This is an optimization exercise on Yosys and OpenROAD, whose aim is small area, a short achievable clock period and few clock cycles per item, not a production implementation.
In this exercise RTL edits were held to simulation tests only and were not proved equivalent to the original.
Power and IR drop assume default switching activity.

==> flow/design.v, too long to show whole: its modules and the start of the top module <==
// module mul_unit: 46 lines
// module mul_fa: 4 lines
// module mul_bsel: 5 lines
// module mul_bsel8: 8 lines
// module mul_nand2: 3 lines
// module mul_xor2: 3 lines
// module mul_aoi22: 3 lines
// module mul_xnor2: 3 lines
// module mul_x2: 3 lines
// module mul_x3: 3 lines
// module mul_mj: 3 lines
// module mul_and2: 3 lines
// module mul_ao21: 3 lines
// module mul_ha: 4 lines
// module shift_add_multiplier: 1644 lines
module mul_unit
(
    input  logic                  clk,
    input  logic                  rst,
    input  logic                  start,
    input  logic [1:0]            mul_type,
    input  logic [31:0]           a,
    input  logic [31:0]           b,
    input  logic [4:0]            arch_reg,
    input  logic [5:0]   phys_reg,
    input  logic [2:0]  rob,
    input  logic                  cdb_mul_ack,
    input  logic                  branch,
    output logic                  cdb_valid,
    output logic [2:0]  cdb_rob,
    output logic [4:0]            cdb_arch_reg,
    output logic [5:0]   cdb_phys_reg,
    output logic [31:0]           cdb_data,
    output logic [31:0]           cdb_ps1_rdata,
    output logic [31:0]           cdb_ps2_rdata,
    output logic                  done
);
  // ...
==> flow/flow/run.sh <==
#!/bin/bash
# The standard ORFS layout (standard.sh) with two changes:
#  - the port buffers are sky130_fd_sc_hd__buf_1 instead of the cell
#    buffer_ports picks by itself (a slow delay cell);
#  - after the standard synthesis every combinational cell is set to its
#    drive-1 variant; floorplan/placement repair sizes up what timing needs.
set -euo pipefail
export BUFFER_PORTS_ARGS="-buffer_cell sky130_fd_sc_hd__buf_1"
RES=orfs/results/${FLOW_PLATFORM}/mul_unit/base
bash standard.sh synth > synth.log 2>&1
DS_ODB=$RES/1_synth.odb openroad -no_init -exit flow/downsize.tcl > downsize.log 2>&1
touch $RES/1_synth.sdc
bash standard.sh > standard.log 2>&1
==> flow/flow/downsize.tcl <==
# Set every combinational cell of the synthesized netlist to its drive-1
# variant; the resizer's repair steps size up what timing needs.
set odb_file $::env(DS_ODB)
read_db $odb_file
set db [ord::get_db]
set n 0
foreach inst [[ord::get_db_block] getInsts] {
  set m [[$inst getMaster] getName]
  if {[regexp {^(sky130_fd_sc_hd__[a-z0-9]+)_([0-9]+)$} $m -> base drive]} {
    if {$drive <= 1} continue
    if {[regexp {df|dl|sdf|edf|clk|conb|buf} $base]} continue
    set new [$db findMaster ${base}_1]
    if {$new == "NULL" || $new == ""} continue
    $inst swapMaster $new
    incr n
  }
}
puts "downsized $n cells"
write_db $odb_file
==> flow/standard.sh <==
#!/bin/bash
# synth_recipe.tcl (not shown) runs the flow's synth.tcl, then flattens the netlist and writes it again
# the make line also repeats each setting of config.mk as NAME=value (left out here)
make -C /OpenROAD-flow-scripts/flow DESIGN_CONFIG=/design/flow/config.mk WORK_HOME=/design/flow/orfs CLKGATE_MAP_FILE= SYNTH_SCRIPT=/design/flow/synth_recipe.tcl "${@:-finish}"
==> flow/config.mk <==
export PLATFORM = sky130hd
export DESIGN_NAME = mul_unit
export DESIGN_NICKNAME = mul_unit
export VERILOG_FILES = /design/flow/design.v
export SDC_FILE = /design/flow/constraint.sdc
export NUM_CORES = 4
export LEC_CHECK = 0
export CAP_MARGIN = 20
export CORE_MARGIN = 2
export CORE_UTILIZATION = 60
export SETUP_SLACK_MARGIN = 0.9
export SLEW_MARGIN = 20
export SYNTH_HIERARCHICAL = 1
export SYNTH_MINIMUM_KEEP_SIZE = 0
==> flow/constraint.sdc <==
create_clock -name core_clock -period 5.0 [get_ports {clk}]
set_input_delay 1.0000 -clock core_clock [delete_from_list [all_inputs] [get_ports {clk}]]
set_output_delay 1.0000 -clock core_clock [all_outputs]
set_load 0.01 [all_outputs]
==> key figures, run 1 <==
STA
  • Hold WS: 0.571 ns
  • Setup TNS: 0 ns
  • Worst-Margin Slew: 0.945 ns
  • Final hold viol count: 0
  • Max transition margin: 0.370
  • Final WS setup: 0.924 ns

Floorplanning
  • Die footprint: 0.0278 mm^2
  • Cell Rows: 59
  • Core area: 0.0261 mm^2
  • Tap cell count: 335
  • Initial Util: 0.610

GRT
  • Global Route met1 Usage: 0.443
  • Global-route wire length before repair: 73.0 mm
  • GR Util met3: 0.0568
  • Initial antenna violation count: 0

Layout
  • Diode count: 0
  • Largest cell class: multi-input combinational cells
  • Number of flip-flops in the largest register: 32
  • Design area: 0.0194 mm^2
  • # nets final: 2066
  • Commonest non-fill, non-tap cell in the layout: xnor2_1

Worst setup path
  • CP max stage cell: edfxtp_1
  • Worst setup startpoint: u_mul.a_q[11]$_DFFE_PN_
  • CP endpoint kind: flip-flop
  • Crit path cell chain: a22oi_1 > xnor2_1 > fa_1 > fa_2 > fa_2 > fa_2 > fa_2 > fa_1 > ha_2
  • CP Max Fanout: 9
  • Crit-path most repeated cell: fa_2

Hold path
  • Hold path depth: 1

Power
  • Total power: 12.5 mW
  • NetSw: 5.53 mW
  • Net Sw Frac: 0.442
  • Sequential cell power: 2.16 mW
  • VDD IR-drop max: 0.512 mV

Route
  • WL met1: 18.9 mm
  • Pre-Repair DR Iteration Count: 8
  • WL met2: 23.4 mm

Run status
  • Status: finished clean

Yosys
  • Synth warn: 7
Testbench counts, summed over its fixed seeds: cycles 7,208, ops 2,400.
==> run 2: changes to the inputs <==
--- a/flow/config.mk
+++ b/flow/config.mk
@@ -8,7 +8,7 @@
 export CAP_MARGIN = 20
 export CORE_MARGIN = 2
 export CORE_UTILIZATION = 60
-export SETUP_SLACK_MARGIN = 0.9
+export SETUP_SLACK_MARGIN = 0.45
 export SLEW_MARGIN = 20
 export SYNTH_HIERARCHICAL = 1
 export SYNTH_MINIMUM_KEEP_SIZE = 0
==> run 2 against run 1 <==
Maximum frequency is 7.2% lower. Hold slack worse by 0.013 ns. Setup slack got worse by 0.32 ns. Register-to-register slack got worse by 0.32 ns. Power rose by 0.75%. Routed wire length fell by 4.5%. Combinational power about the same. Synthesized cell count stayed put. Global-route usage shrank 0.12 points. Clock power is essentially flat. Critical path type unchanged.
==> key figures, run 2 <==
Layout
  • Biggest register: u_mul.a_q (unchanged)
  • Number of flip-flops in the largest register: 32 (unchanged)
  • Non-Filler Instances: 1956 (was 2074)
  • Multi-input logic area: 0.0117 mm^2 (was 0.0120 mm^2)
  • Register area: 0.00417 mm^2 (unchanged)
  • P&R area growth vs syn: 13.7% (was 22.2%)
  • Most frequent cells in the layout: xnor2_1, a22oi_1, fa_1, buf_1, and2_1 (was xnor2_1, a22oi_1, buf_1, and2_1, fa_1)
  • # nets final: 1947 (was 2066)
  • Commonest non-fill, non-tap cell in the layout: xnor2_1 (unchanged)
  • Top Registers: u_mul.a_q (32), u_mul.cs0_q (31), u_mul.cs1_q (30) (unchanged)
  • Design area: 0.0181 mm^2 (was 0.0194 mm^2)
  • Layout cells sized above 1: 0.0562 (was 0.160)
  • Fill cell count: 2039 (was 1872)
  • Finished Core Util: 0.694 (was 0.745)

STA
  • Hold WS: 0.558 ns (was 0.571 ns)
  • Fmax: 228 MHz (was 245 MHz)
  • Final Cycle Share: 0.879 (was 0.815)
  • Final WS setup: 0.606 ns (was 0.924 ns)
  • Setup TNS: 0 ns (unchanged)
  • RSZ-0062 raised after global routing: no (was yes)
  • Final hold viol count: 0 (unchanged)
  • Worst-Margin Slew: 1.04 ns (was 0.945 ns)
  • Tmin final: 4.39 ns (was 4.08 ns)
  • Final Max Slew Viols: 0 (unchanged)
  • Setup violations, final: 0 (unchanged)
  • Max transition margin: 0.307 (was 0.370)
  • Skew final: 0.0178 ns (was 0.0204 ns)

Route
  • Post-route DRC: 0 (unchanged)
  • Pre-Repair DR Iteration Count: 7 (was 8)
  • WL met1: 18.6 mm (was 18.9 mm)
  • Total Wirelength: 46.5 mm (was 48.7 mm)
  • DR vias: 12232 (was 13054)
  • Routed vias/inst: 6.25 (was 6.29)
  • Met3 WL: 4.47 mm (was 4.02 mm)
  • Starting DRC count in detailed routing: 1323 (was 1516)
  • Highest layer used for signal routing: met5 (was met4)
  • Post-route ant nets: 0 (unchanged)
  • DR WL/cell: 23.8 um (was 23.5 um)
  • WL met2: 21.9 mm (was 23.4 mm)

Floorplanning
  • Boundary pin count: 197 (unchanged)
  • Die height: 167 um (unchanged)
  • Horiz. Die Dim: 167 um (unchanged)
  • Die footprint: 0.0278 mm^2 (unchanged)
  • Initial Util: 0.610 (unchanged)
  • Cell Rows: 59 (unchanged)
  • Core area: 0.0261 mm^2 (unchanged)

Yosys
  • Synth warn: 7 (unchanged)
  • Cells after Synth: 1341 (unchanged)
  • Post-synthesis cell area: 0.0159 mm^2 (unchanged)
  • Syn Area/Cell: 11.9 um^2 (unchanged)
  • Syn Nets: 1681 (unchanged)

Placement
  • Port buffer count: 196 (unchanged)
  • Pre-CTS setup slack: 0.652 ns (was 0.807 ns)
  • Cells after DPL: 1920 (was 1930)
  • Routability cong.: 1.01 (was 0.921)
  • HPWL Detailed: 34.3 mm (was 34.1 mm)
  • Dpl cell area: 0.0174 mm^2 (was 0.0177 mm^2)

Power
  • VDD IR-drop max: 0.469 mV (was 0.512 mV)
  • Pleak: 7.11 nW (was 7.80 nW)
  • Total power: 12.6 mW (was 12.5 mW)
  • P per Cell Area: 697 mW/mm^2 (was 644 mW/mm^2)

Clock network
  • Clock Latency Late Sink: 0.44 ns (was 0.45 ns)
  • Max Root-Sink Buffers: 2 (unchanged)
  • H-tree depth: 4 (unchanged)
  • Clock transition at path regs: 0.08 ns (about the same)
  • # clock sinks: 161 (unchanged)
  • Hold_buf cts: 0 (unchanged)
  • CTS tree: built (unchanged)
  • CTS root buf: clkbuf_16 (unchanged)
  • CTS buffer count: 17 (unchanged)

GRT
  • Remaining global-route overflow: 0 (unchanged)
  • GRT Util Overall: 0.339 (was 0.340)
  • Vias in the first global route: 12487 (was 13151)
  • Global-route wire length before repair: 71.8 mm (was 73.0 mm)
  • Largest net degree at the start of global routing: 82 (unchanged)
  • Initial antenna violation count: 1 (was 0)

Worst setup path
  • CP Max Fanout: 16 (was 9)
  • Critical path startpoint category: flip-flop (unchanged)
  • CP Class: reg2reg (unchanged)
  • WP data required: 5.31 ns (was 5.39 ns)
  • Arrival @ worst endpoint: 4.71 ns (was 4.47 ns)
  • CP endpoint kind: flip-flop (unchanged)

Hold path
  • Hold WC Path Type: reg2reg (unchanged)

Flow run
  • Maxcap violations: 0 (unchanged)

Run status
  • Status: finished clean (unchanged)
==> run 2: cell type report <==
class / instances / share of cell area
clock inverter: 15 / 0.0107
tap: 335 / 0.0232
antenna: 1 / 0.000138
inverter: 2 / 0.000554
clock buffer: 17 / 0.0235
timing repair buffer: 250 / 0.0631
multi-input combinational: 1175 / 0.648
sequential: 161 / 0.231
==> run 2: power breakdown <==
group	total (mW)	internal [mW]	leakage, nW	switching [mW]
combinational	8.92	4.20	5.26	4.72
sequential	2.26	1.98	1.55	0.274
clock	1.43	0.765	0.300	0.666
total	12.6	6.94	7.11	5.66
==> run 2: final timing paths <==
kind / end / slack (ns) / start / depth (start not counted)
setup / recovery: u_mul.cs1_q[30]$_DFF_P_ / 0.61 / u_mul.bo_q[3]$_DFFE_PN_ / 9
hold / removal: u_mul.busy$_SDFF_PP0_ / 0.56 / u_mul.busy$_SDFF_PP0_ / 1
setup reg to reg: u_mul.cs1_q[30]$_DFF_P_ / 0.61 / u_mul.bo_q[3]$_DFFE_PN_ / 9
hold reg to reg: u_mul.busy$_SDFF_PP0_ / 0.56 / u_mul.busy$_SDFF_PP0_ / 1
==> run 2: repair_timing <==
| action | 4_1_cts | 5_1_grt |
|---|---|---|
| setup endpoints to repair | 0 | 2 |
| buffers inserted | 0 | 3 |
| gates resized for setup | 0 | 1 |
==> run 2: critical path, stage by stage, from the launching register on <==
cell	delay (ns)
edfxtp_1	0.81
a22oi_1	0.23
xnor2_1	0.19
fa_1	0.46
fa_1	0.45
fa_1	0.46
fa_1	0.40
fa_1	0.46
fa_1	0.39
fa_1	0.44
==> run 2: layer usage <==
layer,vias to the layer above,global-route usage
li1,5356,-
met1,6035,0.458
met2,726,0.536
met3,113,0.0777
met4,2,0.130
met5,-,0
==> run 3: changes to the inputs <==
--- a/flow/config.mk
+++ b/flow/config.mk
@@ -8,7 +8,8 @@
 export CAP_MARGIN = 20
 export CORE_MARGIN = 2
 export CORE_UTILIZATION = 60
-export SETUP_SLACK_MARGIN = 0.45
+export CTS_BUF_LIST = sky130_fd_sc_hd__clkbuf_4 sky130_fd_sc_hd__clkbuf_8
+export SETUP_SLACK_MARGIN = 0.65
 export SLEW_MARGIN = 20
 export SYNTH_HIERARCHICAL = 1
 export SYNTH_MINIMUM_KEEP_SIZE = 0
==> run 3 against run 2 <==
Still clean on timing, DRC and antenna. Maximum frequency is 3.8% higher. Core utilization grew 0.61 points. Die area stayed put. First-iteration DRC count up 0.76%. Hold slack better by 0.028 ns. Critical path depth stayed put. Cell count grew 1.3%. Combinational power hardly changed. Global-route usage shrank 0.34 points.
==> key figures, run 3 <==
GRT
  • Global-route wire length before repair: 71.5 mm (was 71.8 mm)
  • GRT Util Overall: 0.335 (was 0.339)
  • Largest net degree at the start of global routing: 79 (was 82)
  • Vias in the first global route: 12623 (was 12487)
  • Remaining global-route overflow: 0 (unchanged)
  • Initial antenna violation count: 1 (unchanged)

STA
  • Setup violations, final: 0 (unchanged)
  • Max transition margin: 0.329 (was 0.307)
  • Tmin final: 4.23 ns (was 4.39 ns)
  • Setup TNS: 0 ns (unchanged)
  • RSZ-0062 raised after global routing: yes (was no)
  • Skew final: 0.0267 ns (was 0.0178 ns)
  • Final Cycle Share: 0.846 (was 0.879)
  • Final hold viol count: 0 (unchanged)
  • Worst-Margin Slew: 1.01 ns (was 1.04 ns)
  • Fmax: 236 MHz (was 228 MHz)
  • Final Max Slew Viols: 0 (unchanged)

Placement
  • Port buffer count: 196 (unchanged)
  • HPWL Detailed: 33.9 mm (was 34.3 mm)
  • Routability cong.: 0.967 (was 1.01)
  • Cells after DPL: 1925 (was 1920)

Yosys
  • Syn Area/Cell: 11.9 um^2 (unchanged)
  • Synth warn: 7 (unchanged)
  • Syn Nets: 1681 (unchanged)
  • Post-synthesis cell area: 0.0159 mm^2 (unchanged)
  • Cells after Synth: 1341 (unchanged)

Layout
  • Non-Filler Instances: 1982 (was 1956)
  • Number of flip-flops in the largest register: 32 (unchanged)
  • # nets final: 1973 (was 1947)
  • Top Registers: u_mul.a_q (32), u_mul.cs0_q (31), u_mul.cs1_q (30) (unchanged)
  • Layout cells sized above 1: 0.0875 (was 0.0562)
  • Most frequent cells in the layout: xnor2_1, a22oi_1, buf_1, fa_1, and2_1 (was xnor2_1, a22oi_1, fa_1, buf_1, and2_1)
  • P&R area growth vs syn: 14.7% (was 13.7%)
  • Commonest non-fill, non-tap cell in the layout: xnor2_1 (unchanged)
  • Biggest register: u_mul.a_q (unchanged)
  • Fill cell count: 1995 (was 2039)

Hold path
  • Hold WC Path Type: reg2reg (unchanged)

Route
  • Post-route ant nets: 0 (unchanged)
  • Total Wirelength: 46.6 mm (was 46.5 mm)
  • DR WL/cell: 23.5 um (was 23.8 um)
  • Starting DRC count in detailed routing: 1333 (was 1323)
  • DR vias: 12427 (was 12232)
  • Post-route DRC: 0 (unchanged)
  • Pre-Repair DR Iteration Count: 9 (was 7)
  • Routed vias/inst: 6.27 (was 6.25)

Power
  • Comb pwr share: 0.732 (was 0.708)
  • Pleak: 7.20 nW (was 7.11 nW)
  • P_int: 6.64 mW (was 6.94 mW)
  • Sequential group share of total power: 0.182 (was 0.179)
  • VDD IR-drop max: 0.454 mV (was 0.469 mV)
  • Clock Power Share: 0.085 (was 0.114)
  • P per Cell Area: 670 mW/mm^2 (was 697 mW/mm^2)
  • NetSw: 5.58 mW (was 5.66 mW)
  • Net Sw Frac: 0.457 (was 0.449)

Worst setup path
  • CP Class: reg2reg (unchanged)
  • CP endpoint kind: flip-flop (unchanged)
  • Critical path startpoint category: flip-flop (unchanged)
  • CP Max Fanout: 21 (was 16)
  • WP data required: 5.38 ns (was 5.31 ns)
  • Arrival @ worst endpoint: 4.61 ns (was 4.71 ns)

Floorplanning
  • Core area: 0.0261 mm^2 (unchanged)
  • Initial Util: 0.610 (unchanged)
  • Horiz. Die Dim: 167 um (unchanged)
  • Cell Rows: 59 (unchanged)
  • Die footprint: 0.0278 mm^2 (unchanged)
  • Die height: 167 um (unchanged)
  • Boundary pin count: 197 (unchanged)

Clock network
  • # clock sinks: 161 (unchanged)
  • CTS buffer count: 17 (unchanged)
  • CTS root buf: clkbuf_8 (was clkbuf_16)
  • Max Root-Sink Buffers: 2 (unchanged)
  • CTS tree: built (unchanged)
  • H-tree depth: 4 (unchanged)
  • Clock transition at path regs: 0.12 ns (was 0.08 ns)
  • Hold_buf cts: 0 (unchanged)
  • Clock Latency Late Sink: 0.49 ns (was 0.44 ns)

Flow run
  • Maxcap violations: 0 (unchanged)

Run status
  • Status: finished clean (unchanged)
run 3: metrics by stage:
| stage | worst slack (ns) | power, mW | util | hold slack (ns) | cell area [um^2] |
|---|---|---|---|---|---|
| 6_report | 0.768 | 12.2 | 0.700 | 0.586 | 18200 |
| 5_1_grt | 0.635 | 13.5 | 0.700 | 0.626 | 18200 |
| 4_1_cts | 0.653 | 12.2 | 0.691 | 0.578 | 18000 |
| 3_5_place_dp | 0.676 | 11.1 | 0.675 | 0.560 | 17600 |
| 3_3_place_gp | 0.724 | 10.8 | 0.675 | 0.540 | 17600 |
| 2_1_floorplan | 0.626 | 8.47 | - | 0.461 | 16000 |
run 3: path summary, 6_finish.rpt:
| kind | endpoint | slack [ns] | depth (start not counted) | start |
|---|---|---|---|---|
| worst max-delay path | u_mul.cs1_q[26]$_DFF_P_ | 0.77 | 9 | u_mul.a_q[6]$_DFFE_PN_ |
| worst min-delay path | u_mul.busy$_SDFF_PP0_ | 0.59 | 1 | u_mul.busy$_SDFF_PP0_ |
| worst max register to register | u_mul.cs1_q[26]$_DFF_P_ | 0.77 | 9 | u_mul.a_q[6]$_DFFE_PN_ |
| worst min register to register | u_mul.busy$_SDFF_PP0_ | 0.59 | 1 | u_mul.busy$_SDFF_PP0_ |
run 3: what timing repair did:
| item | 4_1_cts | 5_1_grt |
|---|---|---|
| buffers inserted | 0 | 24 |
| gates resized for setup | 0 | 1 |
| endpoints found under the setup margin | 0 | 9 |
run 3: critical path, cell delays in order, from the launching register on:
cell,delay [ns]
edfxtp_1,0.57
buf_4,0.41
a22oi_1,0.15
xnor2_1,0.29
fa_1,0.50
fa_1,0.42
fa_1,0.47
fa_1,0.57
fa_1,0.45
ha_1,0.30
run 3: area by class of cell:
class,instances,area [um^2],area share
diodes,1,2.50,0.000137
clock buffers,17,234,0.0128
clock inverters,15,171,0.00940
inverters,2,10.0,0.000549
multi-input cells,1175,11800,0.648
flip-flops and latches,161,4170,0.229
well taps,335,419,0.0230
repair buffers,276,1400,0.0767
run 3: power by group through the flow:
stage               registers (mW)  logic (mW)  clock network (mW)
floorplan                     2.27        6.20                   0
global placement              2.28        8.55                   0
detailed placement            2.29        8.82                   0
CTS                           2.26        8.88                1.06
global route                  2.26        10.1                1.10
finish                        2.23        8.95                1.04
run 3: routing by layer:
metal / vias up / GRT usage / part of all wire
li1: 5416 / - / -
met1: 6098 / 0.449 / 0.39
met2: 773 / 0.535 / 0.48
met3: 140 / 0.0663 / 0.098
met4: 0 / 0.147 / 0.038
met5: - / 0 / 0
==> run 4: changes to the inputs <==
--- a/flow/config.mk
+++ b/flow/config.mk
@@ -8,7 +8,7 @@
 export CAP_MARGIN = 20
 export CORE_MARGIN = 2
 export CORE_UTILIZATION = 60
-export CTS_BUF_LIST = sky130_fd_sc_hd__clkbuf_4 sky130_fd_sc_hd__clkbuf_8
+export CTS_BUF_LIST = sky130_fd_sc_hd__clkbuf_8
 export SETUP_SLACK_MARGIN = 0.65
 export SLEW_MARGIN = 20
 export SYNTH_HIERARCHICAL = 1
==> run 4 against run 3 <==
First-iteration DRC count did not move. Sequential power barely moved. Sequential share of layout area did not move. Non-clock buffer count did not move. Setup slack did not move. Global-route usage did not move. Maximum frequency did not move. Power did not move. Via count did not move. Area after synthesis did not move. Clock skew did not move.
==> key figures, run 4 <==
Power
  • P per Cell Area: 670 mW/mm^2 (unchanged)
  • Pleak: 7.20 nW (unchanged)
  • Sequential group share of total power: 0.182 (about the same)
  • Net Sw Frac: 0.457 (unchanged)
  • NetSw: 5.58 mW (unchanged)
  • Comb pwr share: 0.732 (about the same)
  • VDD IR-drop max: 0.454 mV (unchanged)
  • Total power: 12.2 mW (unchanged)
  • Clock Power Share: 0.085 (about the same)
  • P_int: 6.64 mW (unchanged)

Worst setup path
  • FF-to-FF path depth: 9 (unchanged)
  • Critical path buffers and inverters: 1 (unchanged)
  • CP Max Fanout: 21 (unchanged)
  • Reg-to-reg critical path endpoint: u_mul.cs1_q[26]$_DFF_P_ (unchanged)
  • CP endpoint kind: flip-flop (unchanged)
  • CP max stage cell: edfxtp_1 (unchanged)
  • Crit Reg-Reg Startpoint: u_mul.a_q[6]$_DFFE_PN_ (unchanged)
  • CP Class: reg2reg (unchanged)
  • Critical path's largest stage delay: 0.57 ns (about the same)
  • Crit-path most repeated cell: fa_1 (unchanged)
  • Crit path cell chain: buf_4 > a22oi_1 > xnor2_1 > fa_1 > fa_1 > fa_1 > fa_1 > fa_1 > ha_1 (unchanged)
  • Arrival @ worst endpoint: 4.61 ns (about the same)
  • Critical path startpoint category: flip-flop (unchanged)
  • Flop2flop setup slack: 0.77 ns (about the same)
  • WP data required: 5.38 ns (about the same)
  • CP top delay family: adder cells (unchanged)

Clock network
  • CTS buffer count: 17 (unchanged)
  • CTS tree: built (unchanged)
  • Clock Latency Late Sink: 0.49 ns (about the same)
  • H-tree depth: 4 (unchanged)
  • Clock transition at path regs: 0.12 ns (about the same)
  • Max Root-Sink Buffers: 2 (unchanged)
  • # clock sinks: 161 (unchanged)
  • CTS root buf: clkbuf_8 (unchanged)

STA
  • Final Max Slew Viols: 0 (unchanged)
  • Setup violations, final: 0 (unchanged)
  • Worst-Margin Slew: 1.01 ns (unchanged)
  • Fmax: 236 MHz (unchanged)
  • Final WS setup: 0.768 ns (unchanged)
  • Final hold viol count: 0 (unchanged)
  • Hold WS: 0.586 ns (unchanged)
  • Setup TNS: 0 ns (unchanged)
  • Skew final: 0.0267 ns (unchanged)
  • Max transition margin: 0.329 (unchanged)
  • RSZ-0062 raised after global routing: yes (unchanged)
  • Final Cycle Share: 0.846 (unchanged)
  • Tmin final: 4.23 ns (unchanged)

Route
  • Post-route DRC: 0 (unchanged)
  • Post-route ant nets: 0 (unchanged)
  • Starting DRC count in detailed routing: 1333 (unchanged)
  • DR vias: 12427 (unchanged)
  • DR WL/cell: 23.5 um (unchanged)
  • Pre-Repair DR Iteration Count: 9 (unchanged)
  • Total Wirelength: 46.6 mm (unchanged)
  • Routed vias/inst: 6.27 (unchanged)

Layout
  • Design area: 0.0182 mm^2 (unchanged)
  • Biggest register: u_mul.a_q (unchanged)
  • Most frequent cells in the layout: xnor2_1, a22oi_1, buf_1, fa_1, and2_1 (unchanged)
  • Finished Core Util: 0.700 (unchanged)
  • Non-Filler Instances: 1982 (unchanged)
  • P&R area growth vs syn: 14.7% (unchanged)
  • # nets final: 1973 (unchanged)
  • Number of flip-flops in the largest register: 32 (unchanged)
  • Top Registers: u_mul.a_q (32), u_mul.cs0_q (31), u_mul.cs1_q (30) (unchanged)
  • Layout cells sized above 1: 0.0875 (unchanged)
  • Commonest non-fill, non-tap cell in the layout: xnor2_1 (unchanged)

Placement
  • HPWL Detailed: 33.9 mm (unchanged)
  • Cells after DPL: 1925 (unchanged)
  • Routability cong.: 0.967 (unchanged)
  • Dpl cell area: 0.0176 mm^2 (unchanged)
  • Port buffer count: 196 (unchanged)
  • Pre-CTS setup slack: 0.676 ns (unchanged)

Floorplanning
  • Die footprint: 0.0278 mm^2 (unchanged)
  • Horiz. Die Dim: 167 um (unchanged)
  • Cell Rows: 59 (unchanged)
  • Boundary pin count: 197 (unchanged)
  • Die height: 167 um (unchanged)
  • Core area: 0.0261 mm^2 (unchanged)
  • Initial Util: 0.610 (unchanged)

GRT
  • Remaining global-route overflow: 0 (unchanged)
  • Largest net degree at the start of global routing: 79 (unchanged)
  • GRT Util Overall: 0.335 (unchanged)
  • Vias in the first global route: 12623 (unchanged)
  • Global-route wire length before repair: 71.5 mm (unchanged)
  • Initial antenna violation count: 1 (unchanged)

Yosys
  • Post-synthesis cell area: 0.0159 mm^2 (unchanged)
  • Cells after Synth: 1341 (unchanged)
  • Syn Area/Cell: 11.9 um^2 (unchanged)
  • Synth warn: 7 (unchanged)
  • Syn Nets: 1681 (unchanged)

Hold path
  • Hold EP: u_mul.busy$_SDFF_PP0_ (unchanged)
  • Hold WC Path Type: reg2reg (unchanged)
  • Hold Crit Start: u_mul.busy$_SDFF_PP0_ (unchanged)
  • Hold path depth: 1 (unchanged)

Flow run
  • Maxcap violations: 0 (unchanged)

Run status
  • Status: finished clean (unchanged)
==> run 4: timing repair <==
action,4_1_cts,5_1_grt
resized for setup,0,1
buffers inserted,0,24
hold buffers,0,0
setup endpoints to repair,0,9
==> run 4: worst register-to-register path: cells and delay by family, from the launching register on <==
family / cells / cell delay [ns]
adder cells (fa/ha/maj): 6 / 2.71
flip-flops: 1 / 0.57
buffers and inverters: 1 / 0.41
XOR/XNOR: 1 / 0.29
AO/OA/AOI/OAI: 1 / 0.15
==> run 4: area by class of cell <==
cell class / count / area (um^2)
Multi-Input combinational cell: 1175 / 11800
Inverter: 2 / 10.0
Tap cell: 335 / 419
Timing Repair Buffer: 276 / 1400
Antenna cell: 1 / 2.50
Fill cell: 1995 / 7830
Clock buffer: 17 / 234
Sequential cell: 161 / 4170
Clock inverter: 15 / 171
==> run 4: worst max path at each step <==
stage                                         end  slack, ns                       from  cells after the start
final                     u_mul.cs1_q[26]$_DFF_P_       0.77     u_mul.a_q[6]$_DFFE_PN_                      9
after global routing                 cdb_data[31]       0.64     u_mul.cs1_q[3]$_DFF_P_                     10
after detailed placement  u_mul.cs1_q[30]$_DFF_P_       0.68    u_mul.bo_q[2]$_DFFE_PN_                      9
after floorplan           u_mul.cs1_q[30]$_DFF_P_       0.63  u_mul.bodd_q[1]$_DFFE_PN_                      7
after global placement    u_mul.cs1_q[30]$_DFF_P_       0.72    u_mul.bo_q[5]$_DFFE_PN_                      9
after CTS                            cdb_data[31]       0.65     u_mul.cs1_q[3]$_DFF_P_                     10
==> run 4: per-layer routing <==
metal	track usage	wire length [um]	vias to the layer above
met5	0	0	-
li1	-	-	5416
met3	0.0663	4550	140
met4	0.147	1790	0
met2	0.535	22200	773
met1	0.449	18000	6098
==> run 4: power groups by stage <==
stage          combinational [mW]  sequential [mW]  clock (mW)
3_5_place_dp                 8.82             2.29           0
3_3_place_gp                 8.55             2.28           0
5_1_grt                      10.1             2.26        1.10
6_report                     8.95             2.23        1.04
2_1_floorplan                6.20             2.27           0
4_1_cts                      8.88             2.26        1.06
==> run 5: changes to the inputs <==
--- a/flow/config.mk
+++ b/flow/config.mk
@@ -8,7 +8,6 @@
 export CAP_MARGIN = 20
 export CORE_MARGIN = 2
 export CORE_UTILIZATION = 60
-export CTS_BUF_LIST = sky130_fd_sc_hd__clkbuf_8
 export SETUP_SLACK_MARGIN = 0.65
 export SLEW_MARGIN = 20
 export SYNTH_HIERARCHICAL = 1
==> run 5 against run 4 <==
Register-to-register slack about the same. Critical path type unchanged. Maximum frequency increased by 0.22%. Hold slack got worse by 0.0065 ns. Non-clock buffer count increased by 2. Routed wire length increased by 0.33%. Combinational power increased by 0.6%. Clock power increased by 33%. Still clean on timing, DRC and antenna.
==> key figures, run 5 <==
Worst setup path
  • WP data required: 5.32 ns (was 5.38 ns)
  • Worst setup startpoint: u_mul.bo_q[6]$_DFFE_PN_ (was u_mul.a_q[6]$_DFFE_PN_)
  • CP Class: reg2reg (unchanged)
  • FF-to-FF path depth: 9 (unchanged)
  • CP endpoint: u_mul.cs1_q[30]$_DFF_P_ (was u_mul.cs1_q[26]$_DFF_P_)
  • Flop2flop setup slack: 0.78 ns (was 0.77 ns)
  • CP Max Fanout: 14 (was 21)
  • Critical path startpoint category: flip-flop (unchanged)
  • Arrival @ worst endpoint: 4.54 ns (was 4.61 ns)
  • CP endpoint kind: flip-flop (unchanged)
  • Crit Reg-Reg Startpoint: u_mul.bo_q[6]$_DFFE_PN_ (was u_mul.a_q[6]$_DFFE_PN_)
  • Reg-to-reg critical path endpoint: u_mul.cs1_q[30]$_DFF_P_ (was u_mul.cs1_q[26]$_DFF_P_)

Placement
  • Port buffer count: 196 (unchanged)
  • HPWL Detailed: 33.9 mm (unchanged)
  • Routability cong.: 0.967 (unchanged)

GRT
  • Remaining global-route overflow: 0 (unchanged)
  • GRT Util Overall: 0.338 (was 0.335)
  • Largest net degree at the start of global routing: 79 (unchanged)
  • Global-route wire length before repair: 72.0 mm (was 71.5 mm)
  • Initial antenna violation count: 1 (unchanged)
  • Vias in the first global route: 12716 (was 12623)

STA
  • Fmax: 237 MHz (was 236 MHz)
  • Final hold viol count: 0 (unchanged)
  • Final Max Slew Viols: 0 (unchanged)
  • Tmin final: 4.22 ns (was 4.23 ns)
  • Skew final: 0.0149 ns (was 0.0267 ns)
  • Setup violations, final: 0 (unchanged)
  • Setup TNS: 0 ns (unchanged)
  • Max transition margin: 0.328 (was 0.329)
  • Final Cycle Share: 0.845 (was 0.846)
  • Worst-Margin Slew: 1.01 ns (about the same)
  • RSZ-0062 raised after global routing: no (was yes)
  • Hold WS: 0.579 ns (was 0.586 ns)

Yosys
  • Syn Nets: 1681 (unchanged)
  • Syn Area/Cell: 11.9 um^2 (unchanged)
  • Cells after Synth: 1341 (unchanged)
  • Post-synthesis cell area: 0.0159 mm^2 (unchanged)
  • Synth warn: 7 (unchanged)

Layout
  • Layout cells sized above 1: 0.0886 (was 0.0875)
  • P&R area growth vs syn: 16.0% (was 14.7%)
  • Register area: 0.00417 mm^2 (unchanged)
  • Most frequent cells in the layout: xnor2_1, a22oi_1, buf_1, fa_1, and2_1 (unchanged)
  • Number of flip-flops in the largest register: 32 (unchanged)
  • Multi-input logic area: 0.0118 mm^2 (unchanged)
  • Biggest register: u_mul.a_q (unchanged)
  • Top Registers: u_mul.a_q (32), u_mul.cs0_q (31), u_mul.cs1_q (30) (unchanged)
  • # nets final: 1975 (was 1973)
  • Commonest non-fill, non-tap cell in the layout: xnor2_1 (unchanged)
  • Fill cell count: 1949 (was 1995)

Floorplanning
  • Horiz. Die Dim: 167 um (unchanged)
  • Boundary pin count: 197 (unchanged)
  • Core area: 0.0261 mm^2 (unchanged)
  • Die footprint: 0.0278 mm^2 (unchanged)
  • Initial Util: 0.610 (unchanged)
  • Die height: 167 um (unchanged)
  • Cell Rows: 59 (unchanged)

Route
  • DR vias: 12371 (was 12427)
  • Post-route DRC: 0 (unchanged)
  • Starting DRC count in detailed routing: 1146 (was 1333)
  • Post-route ant nets: 0 (unchanged)
  • Pre-Repair DR Iteration Count: 8 (was 9)
  • Total Wirelength: 46.7 mm (was 46.6 mm)
  • Routed vias/inst: 6.24 (was 6.27)
  • DR WL/cell: 23.6 um (was 23.5 um)

Clock network
  • CTS buffer count: 17 (unchanged)
  • Hold_buf cts: 0 (unchanged)
  • Clock Latency Late Sink: 0.45 ns (was 0.49 ns)
  • # clock sinks: 161 (unchanged)
  • H-tree depth: 4 (unchanged)
  • Max Root-Sink Buffers: 2 (unchanged)
  • CTS tree: built (unchanged)
  • CTS root buf: clkbuf_16 (was clkbuf_8)
  • Clock transition at path regs: 0.08 ns (was 0.12 ns)

Flow run
  • Maxcap violations: 0 (unchanged)

Power
  • VDD IR-drop max: 0.469 mV (was 0.454 mV)
  • P per Cell Area: 684 mW/mm^2 (was 670 mW/mm^2)
  • Pleak: 7.30 nW (was 7.20 nW)

Hold path
  • Hold WC Path Type: reg2reg (unchanged)

Run status
  • Status: finished clean (unchanged)
==> run 5: changes by cell type in the layout (fill, tap and decap cells not counted), sizes merged <==
| cell | previous run | this run |
|---|---|---|
| buf | 276 | 278 |
==> run 5: worst min path at each step <==
| stage | cells after the start | slack, ns | to | from |
|---|---|---|---|---|
| 3_3_place_gp | 1 | 0.54 | u_mul.busy$_SDFF_PP0_ | u_mul.busy$_SDFF_PP0_ |
| 4_1_cts | 1 | 0.57 | u_mul.busy$_SDFF_PP0_ | u_mul.busy$_SDFF_PP0_ |
| 3_5_place_dp | 1 | 0.56 | u_mul.busy$_SDFF_PP0_ | u_mul.busy$_SDFF_PP0_ |
| 2_1_floorplan | 1 | 0.46 | u_mul.busy$_SDFF_PP0_ | u_mul.busy$_SDFF_PP0_ |
| 5_1_grt | 1 | 0.62 | u_mul.busy$_SDFF_PP0_ | u_mul.busy$_SDFF_PP0_ |
| 6_report | 1 | 0.58 | u_mul.busy$_SDFF_PP0_ | u_mul.busy$_SDFF_PP0_ |
==> run 5: metal layers <==
| metal | up-vias | GRT usage | share of wire |
|---|---|---|---|
| li1 | 5427 | - | - |
| met1 | 6085 | 0.442 | 0.39 |
| met2 | 747 | 0.551 | 0.48 |
| met3 | 112 | 0.0730 | 0.095 |
| met4 | 0 | 0.136 | 0.035 |
| met5 | - | 0 | 0 |
==> run 5: final cells by class <==
type	instances	share of cell area
clock inverters	15	0.00930
flip-flops and latches	161	0.227
inverters	2	0.000543
repair buffers	278	0.0760
well taps	335	0.0227
clock buffers	17	0.0231
multi-input cells	1175	0.642
diodes	1	0.000136
==> run 5: repair_timing <==
item                       in CTS  in global routing
gates resized for setup         0                  1
buffers inserted                0                 26
setup endpoints to repair       0                  8
==> run 5: worst max-delay path, stage by stage (launching register included) <==
cell and delay [ns]:
edfxtp_1 0.73, a22oi_1 0.20, xnor2_1 0.19, fa_1 0.46, fa_1 0.43, fa_1 0.47
fa_2 0.36, fa_1 0.46, fa_2 0.35, fa_1 0.43
==> run 5: where the power goes <==
part | internal [mW] | switching (mW) | total, mW
Clock | 0.674 | 0.704 | 1.38
Sequential | 1.98 | 0.247 | 2.23
Combinational | 4.29 | 4.70 | 9.00
==> run 5: stage by stage <==
step	instances	setup WS (ns)	utilization	area, um^2	power [mW]
after floorplan	1341	0.626	-	16000	8.47
after global placement	1925	0.724	0.675	17600	10.8
after detailed placement	1925	0.676	0.675	17600	11.1
after CTS	1957	0.677	0.698	18200	12.5
after global routing	1984	0.681	0.707	18400	13.9
final	1984	0.777	0.707	18400	12.6

## port drivers added, routing unchanged
Ports are ideal in the flow. The routed layouts listed here were re-timed in OpenROAD. Step 1, drivers: a clkbuf_16 drives clk and a buf_2 each remaining input, both assumed. Step 2 times the ports against the registers' clock, not the clock port: input delays grow and output delays shrink by t, the midpoint of the rising clock arrivals with the driver on. Slacks: ideal / step 1 / step 2; pairs: ideal / step 1.
run | t, ns | setup slack, ns | latest minus earliest clock arrival (ns) | cell pins on the clock port's net
run 1 | 0.494 | 0.924 / 0.924 / 0.924 | 0.021 / 0.021 | 1
run 2 | 0.486 | 0.606 / 0.569 / 0.606 | 0.019 / 0.020 | 1
run 3 | 0.518 | 0.768 / 0.768 / 0.768 | 0.027 / 0.027 | 1
run 4 | 0.518 | 0.768 / 0.768 / 0.768 | 0.027 / 0.027 | 1
run 5 | 0.494 | 0.777 / 0.777 / 0.777 | 0.016 / 0.016 | 1
After both steps setup and hold are still met in every run listed.
